From an optimization exercise on the open Yosys and OpenROAD flow, aimed at small area, a short achievable clock period and few clock cycles; shortcuts taken in it are not production practice.
At most, simulation tests tie the RTL to the original design; equivalence was not proved.
Power figures rest on the tool's default switching activity, not on a simulated workload.

==> flow/design.v (excerpt) <==
module CPU(
	input clk,
	input rst,
	output [31:0]imem_addr,
	input [31:0]imem_rdata,
	output [31:0]dmem_addr,
	output [31:0]dmem_wdata,
	output dmem_we,
	input [31:0]dmem_rdata
    );
Size in the first run: about 4,000 cells after synthesis.
==> module c_majn, before the edit <==
module c_majn(input a, input bn, input c, output y); assign y = (a & ~bn) | (c & (a | ~bn)); endmodule
==> module ks_add, before the edit <==
module ks_add(input [31:0] a, input [31:0] bn, input ci, output [31:0] p, output [32:0] cn);
	wire [31:0] g;
	wire [31:0] G0, G1n, P1n, G2, P2, G3n, P3n, G4, P4, G5n;
	genvar i;
	generate for (i = 0; i < 32; i = i + 1) begin : l
		c_xnor2 up0(.a(a[i]), .b(bn[i]), .y(p[i]));           
		c_andn ug0(.a(a[i]), .bn(bn[i]), .y(g[i]));          
		if (i == 0) begin : c0
			c_majn um(.a(a[i]), .bn(bn[i]), .c(ci), .y(G0[i]));    
		end else begin : c1
			assign G0[i] = g[i];
		end
		if (i >= 1) begin : a1
			c_a21oi ug(.a1(p[i]), .a2(G0[i-1]), .b1(G0[i]), .y(G1n[i]));
			c_nand2 up(.a(p[i]), .b(p[i-1]), .y(P1n[i]));
		end else begin : b1
			assign G1n[i] = ~G0[i]; assign P1n[i] = ~p[i];
		end
		if (i >= 2) begin : a2
			c_o21ai ug(.a1(P1n[i]), .a2(G1n[i-2]), .b1(G1n[i]), .y(G2[i]));
			c_nor2 up(.a(P1n[i]), .b(P1n[i-2]), .y(P2[i]));
		end else begin : b2
			assign G2[i] = ~G1n[i]; assign P2[i] = ~P1n[i];
		end
		if (i >= 4) begin : a3
			c_a21oi ug(.a1(P2[i]), .a2(G2[i-4]), .b1(G2[i]), .y(G3n[i]));
			c_nand2 up(.a(P2[i]), .b(P2[i-4]), .y(P3n[i]));
		end else begin : b3
			assign G3n[i] = ~G2[i]; assign P3n[i] = ~P2[i];
		end
		if (i >= 8) begin : a4
			c_o21ai ug(.a1(P3n[i]), .a2(G3n[i-8]), .b1(G3n[i]), .y(G4[i]));
			c_nor2 up(.a(P3n[i]), .b(P3n[i-8]), .y(P4[i]));
		end else begin : b4
			assign G4[i] = ~G3n[i]; assign P4[i] = ~P3n[i];
		end
		if (i >= 16) begin : a5
			c_a21oi ug(.a1(P4[i]), .a2(G4[i-16]), .b1(G4[i]), .y(G5n[i]));
		end else begin : b5
			assign G5n[i] = ~G4[i];
		end
	end endgenerate
	assign cn = {G5n, ~ci};
endmodule
clock: 10.5 ns
lec_check: 0
cap_margin: 20
core_margin: 2
core_utilization: 40
cts_buf_list: sky130_fd_sc_hd__clkbuf_8
cts_cluster_diameter: 50
cts_cluster_size: 20
slew_margin: 20
synth_hierarchical: 1
standard.sh (not shown) runs the stock make flow with config.mk's settings and CLKGATE_MAP_FILE= SYNTH_SCRIPT=/design/flow/synth_recipe.tcl, a recipe that flattens the netlist after the stock synthesis.
==> flow/flow/run.sh <==
#!/bin/bash
# Layout flow: the standard synthesis, then the ORFS flow with
#  - combinational cells reset to drive strength 1 before floorplanning,
#  - timing repair aimed at a tighter setup target (SETUP_SLACK_MARGIN),
#  - port buffers of a plain buffer cell.
# Each tool's log goes to the ORFS logs folder; make's output to *.log here.
set -e
F=$(pwd)/flow
bash standard.sh synth > synth.log 2>&1
bash standard.sh PRE_FLOORPLAN_TCL=$F/downsize.tcl \
  SETUP_SLACK_MARGIN=7 TNS_END_PERCENT=100 \
  "BUFFER_PORTS_ARGS=-buffer_cell sky130_fd_sc_hd__buf_2" \
  finish > layout.log 2>&1
==> flow/flow/downsize.tcl <==
# Before floorplanning: put every combinational logic cell at its smallest
# drive strength; timing repair later sizes up the cells that need it.
set db [ord::get_db]
set n 0
foreach inst [[ord::get_db_block] getInsts] {
  set m [[$inst getMaster] getName]
  if {![regexp {^sky130_fd_sc_hd__([a-z0-9]+)_([0-9]+)$} $m -> base sz]} { continue }
  if {$sz <= 1} { continue }
  if {[regexp {^(df|edf|sdf|dl|buf|inv|clk|conb|tap|fill|decap|diode|bufbuf|bufinv|probe|lpflow|macro)} $base]} { continue }
  set new [$db findMaster sky130_fd_sc_hd__${base}_1]
  if {$new eq "NULL" || $new eq ""} { continue }
  $inst swapMaster $new
  incr n
}
puts "downsize: $n cells set to drive strength 1"
The starting point finished clean.
Testbench counts at the start, summed over its fixed seeds: cycles 30,486.
Edit:
--- a/flow/design.v
+++ b/flow/design.v
@@ -6,24 +6,23 @@
 module c_nand4(input a, input b, input c, input d, output y); assign y = ~(a & b & c & d); endmodule
 module c_nand3(input a, input b, input c, output y); assign y = ~(a & b & c); endmodule
 module c_and3(input a, input b, input c, output y); assign y = a & b & c; endmodule
 module c_nand2(input a, input b, output y); assign y = ~(a & b); endmodule
 module c_nor2(input a, input b, output y); assign y = ~(a | b); endmodule
 module c_and2(input a, input b, output y); assign y = a & b; endmodule
-module c_majn(input a, input bn, input c, output y); assign y = (a & ~bn) | (c & (a | ~bn)); endmodule
 module c_andn(input a, input bn, output y); assign y = a & ~bn; endmodule
 module c_xnor2(input a, input b, output y); assign y = ~(a ^ b); endmodule
 module ks_add(input [31:0] a, input [31:0] bn, input ci, output [31:0] p, output [32:0] cn);
 	wire [31:0] g;
 	wire [31:0] G0, G1n, P1n, G2, P2, G3n, P3n, G4, P4, G5n;
 	genvar i;
 	generate for (i = 0; i < 32; i = i + 1) begin : l
 		c_xnor2 up0(.a(a[i]), .b(bn[i]), .y(p[i]));           
 		c_andn ug0(.a(a[i]), .bn(bn[i]), .y(g[i]));          
 		if (i == 0) begin : c0
-			c_majn um(.a(a[i]), .bn(bn[i]), .c(ci), .y(G0[i]));    
+			assign G0[i] = g[i] | (p[i] & ci);
 		end else begin : c1
 			assign G0[i] = g[i];
 		end
 		if (i >= 1) begin : a1
 			c_a21oi ug(.a1(p[i]), .a2(G0[i-1]), .b1(G0[i]), .y(G1n[i]));
 			c_nand2 up(.a(p[i]), .b(p[i-1]), .y(P1n[i]));
What happened:
- non-clock buffer count shrinks by 48
- sequential power is about the same
- critical path depth shrinks by 2
- power shrinks by 2.1%
- final area shrinks by 1.2%
- sequential cell count is unchanged
- die area hardly moves
- global-route usage shrinks by 0.28 points
- worst setup slack gets better by 0.054 ns
The RTL of the second run of this note was laid out without a check of its function.

[what the ideal ports hide]
Ports are ideal in the flow. The routed layouts listed here were re-timed in OpenROAD.
Step 1 sets driving cells, clkbuf_16 on the clock port and buf_2 on the other inputs (assumed; they add their load-dependent delay and slew).
Step 2 moves the port delays by t, midway between the first and last clock arrival at a register: inputs arrive t later, outputs are due t later. That takes back most of the time a late clock gives input paths.
Three values: no drivers, after step 1, after step 2; two values: the first two.
run | t, ns | slack for setup (ns) | worst setup path after step 2 | slew at the worst register clock pin (ns) | worst data-port slew with drivers (ns)
the first run | 0.929 | 6.826 / 6.826 / 6.107 | input to register | 0.11 / 0.11 | 0.16
the second run | 0.949 | 6.880 / 6.819 / 6.147 | input to register | 0.12 / 0.12 | 0.20
After both steps every run listed still meets setup and hold. The setup slack of the second run, which loses most, moves by -0.061 ns with the drivers and by -0.733 ns with both steps.
